Background: an optimization exercise with open tools, aiming at small area. Do not read the settings as production practice.
Function was checked by simulation only, so behaviour that the tests miss may differ from the original.

==> build 47 <==
// scaler_top
module scaler_top #(
    parameter int VSW   = 2,
    parameter int VBP   = 2,
    parameter int VACT  = 11,
    parameter int VFP   = 2,
    parameter int HSW   = 4,
    parameter int HBP   = 8,
    parameter int HACT  = 31,
    parameter int HFP   = 8,
    parameter int ADDR_WIDTH     = 5,
    parameter int RGB_WIDTH      = 10,
    parameter int RAM_DATA_WIDTH = 30,
    parameter int VSYNC_POL      = 0,
    parameter int HSYNC_POL      = 0
)(
    input  logic                   clk,
    input  logic                   rstn,
    input  logic [1:0]             i_mode,
    input  logic [1:0]             i_method,
    input  logic                   i_vsync,
    input  logic                   i_hsync,
    input  logic                   i_de,
    input  logic [RGB_WIDTH-1:0]   i_r_data,
    input  logic [RGB_WIDTH-1:0]   i_g_data,
    input  logic [RGB_WIDTH-1:0]   i_b_data,
    output logic                   o_vsync,
    output logic                   o_hsync,
    output logic                   o_de_scaled,
    output logic [RGB_WIDTH-1:0]   o_r_scaled,
    output logic [RGB_WIDTH-1:0]   o_g_scaled,
    output logic [RGB_WIDTH-1:0]   o_b_scaled
);
export LEC_CHECK = 0
export CAP_MARGIN = 20
export CORE_MARGIN = 2
export CORE_UTILIZATION = 40
export SLEW_MARGIN = 20
create_clock -name core_clock -period 20.0 [get_ports {clk}]
run.sh (not shown) runs the stock make flow with config.mk's settings and CLKGATE_MAP_FILE= SYNTH_SCRIPT=/design/flow/synth_recipe.tcl, a recipe that flattens the netlist after the stock synthesis.
==> inputs of trial 27, as changes to build 47 <==
--- a/flow/design.v
+++ b/flow/design.v
@@ -3,17 +3,17 @@
     input  logic       m_third,
     input  logic [9:0] i_pix,
     input  logic       ws,
     input  logic       step,
     input  logic       use_t,
     input  logic       w1,
     input  logic       w2,
     input  logic       w4,
-    input  logic       push_res,
+    input  logic       f_sh1,
     input  logic       f_sh2,
     input  logic       f_d3,
     input  logic       f_d6,
     input  logic       f_d9,
     output logic [9:0] o_res
 );
     function automatic [11:0] div3_14(input [13:0] v);
         logic [1:0] r;
@@ -43,46 +43,59 @@
                 if (i < 10) div3_12[i] = 1'b1;
                 r = t - 3'd3;
             end else begin
                 r = t[1:0];
             end
         end
     endfunction
     logic [13:0] acc;
-    logic [12:0] fa [0:10];    
-    logic [10:0] fb [0:4];     
-    logic [12:0] tail;
-    logic [9:0]  fres;
+    logic [10:0] ff [0:15];    
+    logic [10:0] fn [0:15];    
+    logic        fx;           
+    logic [13:0] tail;
+    logic [13:0] head;
     logic [11:0] d3;
     logic [9:0]  d9;
-    assign tail = m_third ? fa[10] : {2'b00, fb[4]};
+    always_comb begin
+        fn[0] = acc[10:0];
+        for (int k = 1; k < 16; k++) fn[k] = ff[k-1];
+        if (m_third) begin
+            fn[11][0] = fx;
+            fn[11][1] = ff[15][0];
+            fn[11][2] = acc[12];
+            fn[11][3] = ff[15][2];
+            fn[11][4] = ff[15][3];
+            fn[12][4] = acc[13];
+            fn[11][5] = ff[15][4];
+            fn[11][6] = ff[15][5];
+        end
+    end
+    assign tail = m_third ? {ff[12][6], ff[11][4], ff[15][1], ff[10]} : {3'b000, ff[15]};
+    assign head = {ff[12][4], ff[11][2], fx, ff[0]};
     wire [11:0] wp = ({12{w1}} & {2'b00, i_pix}) |
                      ({12{w2}} & {1'b0, i_pix, 1'b0}) |
                      ({12{w4}} & {i_pix, 2'b00});
-    wire [13:0] base = ws ? (use_t ? {1'b0, tail} : 14'd0) : acc;
+    wire [13:0] base = ws ? (use_t ? tail : 14'd0) : acc;
     wire [13:0] acc_n = base + {2'b00, wp};
-    assign d3 = div3_14(acc);
+    assign d3 = div3_14(head);
     assign d9 = div3_12(d3);
     always_comb begin
-        if (f_d9)       fres = d9;
-        else if (f_d6)  fres = d3[10:1];
-        else if (f_d3)  fres = d3[9:0];
-        else if (f_sh2) fres = acc[11:2];
-        else            fres = acc[9:0];
-    end
-    wire [12:0] head = push_res ? {3'b000, fres} : acc[12:0];
+        if (f_d9)       o_res = d9;
+        else if (f_d6)  o_res = d3[10:1];
+        else if (f_d3)  o_res = d3[9:0];
+        else if (f_sh2) o_res = head[11:2];
+        else if (f_sh1) o_res = head[10:1];
+        else            o_res = head[9:0];
+    end
     always_ff @(posedge clk) begin
         acc <= acc_n;
         if (step) begin
-            o_res <= fres;
-            fa[0] <= head;
-            for (int k = 1; k < 11; k++) fa[k] <= fa[k-1];
-            fb[0] <= fa[10][10:0];
-            for (int k = 1; k < 5; k++) fb[k] <= fb[k-1];
+            fx <= acc[11];
+            for (int k = 0; k < 16; k++) ff[k] <= fn[k];
         end
     end
 endmodule
 `timescale 1ns / 1ps
 module scaler_top #(
     parameter int VSW   = 2,
     parameter int VBP   = 2,
     parameter int VACT  = 11,
@@ -161,21 +174,17 @@
     wire step = ws || (!m_byp && x33);
     wire use_t = !m_byp && (m_half ? lc[0] : !r0);
     logic w1, w2, w4;
     always_comb begin
         w1 = 1'b0; w2 = 1'b0; w4 = 1'b0;
         if (m_byp) w1 = 1'b1;
         else if (m_half) begin
             if (avg) begin
-                if (x30) begin
-                    if (row10) w4 = 1'b1; else w2 = 1'b1;
-                end else begin
-                    if (row10) w2 = 1'b1; else w1 = 1'b1;
-                end
+                if (x30) w2 = 1'b1; else w1 = 1'b1;
             end else begin
                 w1 = !lc[0] && !x[0];
             end
         end else begin
             if (m_cross) begin
                 if (r1) begin
                     if (x30) w4 = 1'b1;
                     else if (xm3 == 2'd1) w2 = 1'b1;
@@ -185,25 +194,24 @@
                 end
             end else if (avg) begin
                 if (row10) w2 = 1'b1; else w1 = 1'b1;
             end else begin
                 w1 = r0 && (xm3 == 2'd0);
             end
         end
     end
-    logic f_sh2, f_d3, f_d6, f_d9;
-    always_comb begin
-        f_sh2 = 1'b0; f_d3 = 1'b0; f_d6 = 1'b0; f_d9 = 1'b0;
-        if (!row11) begin
-            if (m_half && avg) f_sh2 = 1'b1;
-            else if (m_cross)    f_d6  = 1'b1;
-            else if (m_third && avg) begin
-                if (x33) f_d3 = 1'b1; else f_d9 = 1'b1;
-            end
+    logic f_sh1, f_sh2, f_d3, f_d6, f_d9;
+    always_comb begin
+        f_sh1 = 1'b0; f_sh2 = 1'b0; f_d3 = 1'b0; f_d6 = 1'b0; f_d9 = 1'b0;
+        if (m_half && avg) begin
+            if (row11) f_sh1 = 1'b1; else f_sh2 = 1'b1;
+        end else if (m_cross) f_d6 = 1'b1;
+        else if (m_third && avg) begin
+            if (hc == 6'd47) f_d3 = 1'b1; else f_d9 = 1'b1;
         end
     end
     logic vs_d, hs_d, de_d;
     logic vs_n, hs_n, de_n;
     always_comb begin
         vs_n = 1'b0; hs_n = 1'b0; de_n = 1'b0;
         if (m_byp) begin
             vs_n = vs_d; hs_n = hs_d; de_n = de_d;
@@ -223,20 +231,17 @@
             o_vsync <= 1'b0; o_hsync <= 1'b0; o_de_scaled <= 1'b0;
         end else begin
             vs_d <= i_vsync; hs_d <= i_hsync; de_d <= i_de;
             o_vsync <= vs_n; o_hsync <= hs_n; o_de_scaled <= de_n;
         end
     end
     logic [9:0] res_r, res_g, res_b;
     scaler_chan u_r (.clk(clk), .m_third(m_third), .i_pix(i_r_data), .ws(ws), .step(step),
-                     .use_t(use_t), .w1(w1), .w2(w2), .w4(w4), .push_res(row10),
-                     .f_sh2(f_sh2), .f_d3(f_d3), .f_d6(f_d6), .f_d9(f_d9), .o_res(res_r));
+                     .use_t(use_t), .w1(w1), .w2(w2), .w4(w4), .f_sh1(f_sh1), .f_sh2(f_sh2), .f_d3(f_d3), .f_d6(f_d6), .f_d9(f_d9), .o_res(res_r));
     scaler_chan u_g (.clk(clk), .m_third(m_third), .i_pix(i_g_data), .ws(ws), .step(step),
-                     .use_t(use_t), .w1(w1), .w2(w2), .w4(w4), .push_res(row10),
-                     .f_sh2(f_sh2), .f_d3(f_d3), .f_d6(f_d6), .f_d9(f_d9), .o_res(res_g));
+                     .use_t(use_t), .w1(w1), .w2(w2), .w4(w4), .f_sh1(f_sh1), .f_sh2(f_sh2), .f_d3(f_d3), .f_d6(f_d6), .f_d9(f_d9), .o_res(res_g));
     scaler_chan u_b (.clk(clk), .m_third(m_third), .i_pix(i_b_data), .ws(ws), .step(step),
-                     .use_t(use_t), .w1(w1), .w2(w2), .w4(w4), .push_res(row10),
-                     .f_sh2(f_sh2), .f_d3(f_d3), .f_d6(f_d6), .f_d9(f_d9), .o_res(res_b));
+                     .use_t(use_t), .w1(w1), .w2(w2), .w4(w4), .f_sh1(f_sh1), .f_sh2(f_sh2), .f_d3(f_d3), .f_d6(f_d6), .f_d9(f_d9), .o_res(res_b));
     assign o_r_scaled = res_r & {10{o_de_scaled}};
     assign o_g_scaled = res_g & {10{o_de_scaled}};
     assign o_b_scaled = res_b & {10{o_de_scaled}};
 endmodule
- ABC_AREA: unset -> 1
==> inputs of trial 93, as changes to build 47 <==
--- a/flow/design.v
+++ b/flow/design.v
@@ -3,17 +3,17 @@
     input  logic       m_third,
     input  logic [9:0] i_pix,
     input  logic       ws,
     input  logic       step,
     input  logic       use_t,
     input  logic       w1,
     input  logic       w2,
     input  logic       w4,
-    input  logic       push_res,
+    input  logic       f_sh1,
     input  logic       f_sh2,
     input  logic       f_d3,
     input  logic       f_d6,
     input  logic       f_d9,
     output logic [9:0] o_res
 );
     function automatic [11:0] div3_14(input [13:0] v);
         logic [1:0] r;
@@ -43,46 +43,58 @@
                 if (i < 10) div3_12[i] = 1'b1;
                 r = t - 3'd3;
             end else begin
                 r = t[1:0];
             end
         end
     endfunction
     logic [13:0] acc;
-    logic [12:0] fa [0:10];    
-    logic [10:0] fb [0:4];     
-    logic [12:0] tail;
+    logic [10:0] ff [0:15];    
+    logic [10:0] fn [0:15];    
+    logic [13:0] tail;
     logic [9:0]  fres;
     logic [11:0] d3;
     logic [9:0]  d9;
-    assign tail = m_third ? fa[10] : {2'b00, fb[4]};
+    always_comb begin
+        fn[0] = acc[10:0];
+        for (int k = 1; k < 16; k++) fn[k] = ff[k-1];
+        if (m_third) begin
+            fn[11][0] = acc[11];
+            fn[11][1] = ff[15][0];
+            fn[11][2] = ff[15][1];
+            fn[12][2] = acc[12];
+            fn[11][3] = ff[15][2];
+            fn[11][4] = ff[15][3];
+            fn[13][4] = acc[13];
+            fn[11][5] = ff[15][4];
+            fn[11][6] = ff[15][5];
+        end
+    end
+    assign tail = m_third ? {ff[13][6], ff[12][4], ff[11][2], ff[10]} : {3'b000, ff[15]};
     wire [11:0] wp = ({12{w1}} & {2'b00, i_pix}) |
                      ({12{w2}} & {1'b0, i_pix, 1'b0}) |
                      ({12{w4}} & {i_pix, 2'b00});
-    wire [13:0] base = ws ? (use_t ? {1'b0, tail} : 14'd0) : acc;
+    wire [13:0] base = ws ? (use_t ? tail : 14'd0) : acc;
     wire [13:0] acc_n = base + {2'b00, wp};
     assign d3 = div3_14(acc);
     assign d9 = div3_12(d3);
     always_comb begin
         if (f_d9)       fres = d9;
         else if (f_d6)  fres = d3[10:1];
         else if (f_d3)  fres = d3[9:0];
         else if (f_sh2) fres = acc[11:2];
+        else if (f_sh1) fres = acc[10:1];
         else            fres = acc[9:0];
     end
-    wire [12:0] head = push_res ? {3'b000, fres} : acc[12:0];
     always_ff @(posedge clk) begin
         acc <= acc_n;
         if (step) begin
             o_res <= fres;
-            fa[0] <= head;
-            for (int k = 1; k < 11; k++) fa[k] <= fa[k-1];
-            fb[0] <= fa[10][10:0];
-            for (int k = 1; k < 5; k++) fb[k] <= fb[k-1];
+            for (int k = 0; k < 16; k++) ff[k] <= fn[k];
         end
     end
 endmodule
 `timescale 1ns / 1ps
 module scaler_top #(
     parameter int VSW   = 2,
     parameter int VBP   = 2,
     parameter int VACT  = 11,
@@ -161,21 +173,17 @@
     wire step = ws || (!m_byp && x33);
     wire use_t = !m_byp && (m_half ? lc[0] : !r0);
     logic w1, w2, w4;
     always_comb begin
         w1 = 1'b0; w2 = 1'b0; w4 = 1'b0;
         if (m_byp) w1 = 1'b1;
         else if (m_half) begin
             if (avg) begin
-                if (x30) begin
-                    if (row10) w4 = 1'b1; else w2 = 1'b1;
-                end else begin
-                    if (row10) w2 = 1'b1; else w1 = 1'b1;
-                end
+                if (x30) w2 = 1'b1; else w1 = 1'b1;
             end else begin
                 w1 = !lc[0] && !x[0];
             end
         end else begin
             if (m_cross) begin
                 if (r1) begin
                     if (x30) w4 = 1'b1;
                     else if (xm3 == 2'd1) w2 = 1'b1;
@@ -185,25 +193,24 @@
                 end
             end else if (avg) begin
                 if (row10) w2 = 1'b1; else w1 = 1'b1;
             end else begin
                 w1 = r0 && (xm3 == 2'd0);
             end
         end
     end
-    logic f_sh2, f_d3, f_d6, f_d9;
-    always_comb begin
-        f_sh2 = 1'b0; f_d3 = 1'b0; f_d6 = 1'b0; f_d9 = 1'b0;
-        if (!row11) begin
-            if (m_half && avg) f_sh2 = 1'b1;
-            else if (m_cross)    f_d6  = 1'b1;
-            else if (m_third && avg) begin
-                if (x33) f_d3 = 1'b1; else f_d9 = 1'b1;
-            end
+    logic f_sh1, f_sh2, f_d3, f_d6, f_d9;
+    always_comb begin
+        f_sh1 = 1'b0; f_sh2 = 1'b0; f_d3 = 1'b0; f_d6 = 1'b0; f_d9 = 1'b0;
+        if (m_half && avg) begin
+            if (row11) f_sh1 = 1'b1; else f_sh2 = 1'b1;
+        end else if (m_cross) f_d6 = 1'b1;
+        else if (m_third && avg) begin
+            if (x33) f_d3 = 1'b1; else f_d9 = 1'b1;
         end
     end
     logic vs_d, hs_d, de_d;
     logic vs_n, hs_n, de_n;
     always_comb begin
         vs_n = 1'b0; hs_n = 1'b0; de_n = 1'b0;
         if (m_byp) begin
             vs_n = vs_d; hs_n = hs_d; de_n = de_d;
@@ -223,20 +230,17 @@
             o_vsync <= 1'b0; o_hsync <= 1'b0; o_de_scaled <= 1'b0;
         end else begin
             vs_d <= i_vsync; hs_d <= i_hsync; de_d <= i_de;
             o_vsync <= vs_n; o_hsync <= hs_n; o_de_scaled <= de_n;
         end
     end
     logic [9:0] res_r, res_g, res_b;
     scaler_chan u_r (.clk(clk), .m_third(m_third), .i_pix(i_r_data), .ws(ws), .step(step),
-                     .use_t(use_t), .w1(w1), .w2(w2), .w4(w4), .push_res(row10),
-                     .f_sh2(f_sh2), .f_d3(f_d3), .f_d6(f_d6), .f_d9(f_d9), .o_res(res_r));
+                     .use_t(use_t), .w1(w1), .w2(w2), .w4(w4), .f_sh1(f_sh1), .f_sh2(f_sh2), .f_d3(f_d3), .f_d6(f_d6), .f_d9(f_d9), .o_res(res_r));
     scaler_chan u_g (.clk(clk), .m_third(m_third), .i_pix(i_g_data), .ws(ws), .step(step),
-                     .use_t(use_t), .w1(w1), .w2(w2), .w4(w4), .push_res(row10),
-                     .f_sh2(f_sh2), .f_d3(f_d3), .f_d6(f_d6), .f_d9(f_d9), .o_res(res_g));
+                     .use_t(use_t), .w1(w1), .w2(w2), .w4(w4), .f_sh1(f_sh1), .f_sh2(f_sh2), .f_d3(f_d3), .f_d6(f_d6), .f_d9(f_d9), .o_res(res_g));
     scaler_chan u_b (.clk(clk), .m_third(m_third), .i_pix(i_b_data), .ws(ws), .step(step),
-                     .use_t(use_t), .w1(w1), .w2(w2), .w4(w4), .push_res(row10),
-                     .f_sh2(f_sh2), .f_d3(f_d3), .f_d6(f_d6), .f_d9(f_d9), .o_res(res_b));
+                     .use_t(use_t), .w1(w1), .w2(w2), .w4(w4), .f_sh1(f_sh1), .f_sh2(f_sh2), .f_d3(f_d3), .f_d6(f_d6), .f_d9(f_d9), .o_res(res_b));
     assign o_r_scaled = res_r & {10{o_de_scaled}};
     assign o_g_scaled = res_g & {10{o_de_scaled}};
     assign o_b_scaled = res_b & {10{o_de_scaled}};
 endmodule
- ABC_AREA: unset -> 1
==> impl_metrics.csv <==
group,metric,value,unit
finish,buffers,88,
place,dp_hpwl,42200,µm
synth,synth_compound_gate_area_share,9.97,%
route,wl_met1,30900,µm
setup_path,crit_cells,68,
finish,syn_to_final_growth,12.9,%
floorplanning,num_rows,97,
status,status,"finished clean",
setup_path,rr_worst_depth,33,
Source of the figures above: trial 27

==> impl_metrics.csv <==
group,metric,value,unit
floorplanning,num_rows,98,
finish,syn_to_final_growth,13.9,%
finish,buffers,93,
place,dp_cells,3657,
place,dp_hpwl,45100,µm
synth,synth_compound_gate_area_share,8.48,%
setup_path,rr_worst_depth,71,
worst_hold_path,hold_class,"reg -> reg",
setup_path,critPathCaptureType,"flop",
timing,finalSetupViolCount,0,
route,wl_met1,31800,µm
status,status,"finished clean",
setup_path,crit_cells,30,
Source of the figures above: trial 93

==> impl_metrics.csv <==
group,metric,value,unit
status,status,"finished clean",
cts,clk_latency,0.62,ns
finish,buffers,94,
setup_path,rr_worst_depth,61,
route,wl_met1,34000,µm
timing,timing.hold.ws,0.404,ns
synth,syn-mean-instance-area,12.8,µm²
finish,multi_input_area,0.0113,mm²
synth,synth_compound_gate_area_share,15.4,%
floorplanning,num_rows,104,
finish,syn_to_final_growth,13.3,%
setup_path,crit_cells,61,
finish,fin_cells,3699,
place,dp_hpwl,45400,µm
Source of the figures above: build 47

[static timing again, ports no longer ideal]
No port has a modelled driver above. Below, the same layouts with a new extraction and two added sets of constraints. Step 1, drivers: a clkbuf_16 drives clk and a buf_2 each remaining input, both assumed. Step 2, shift: input delay + t, output delay - t, t = (earliest + latest rising clock arrival at the registers) / 2. This alone moves slack from input paths to output paths. Slacks: ideal / step 1 / step 2; pairs: ideal / step 1.
run | t, ns | setup WS [ns] | slew at the worst register clock pin (ns) | cell pins on the clock port's net
build 47 | 0.673 | 5.613 / 5.613 / 5.613 | 0.07 / 0.07 | 1
trial 27 | 0.665 | 6.194 / 6.136 / 6.801 | 0.07 / 0.07 | 1
trial 93 | 0.672 | 10.626 / 10.660 / 9.988 | 0.06 / 0.06 | 1
After both steps setup and hold are still met in every run listed. For trial 93, which loses most, drivers alone change the setup slack by +0.034 ns; drivers and shift together by -0.638 ns.
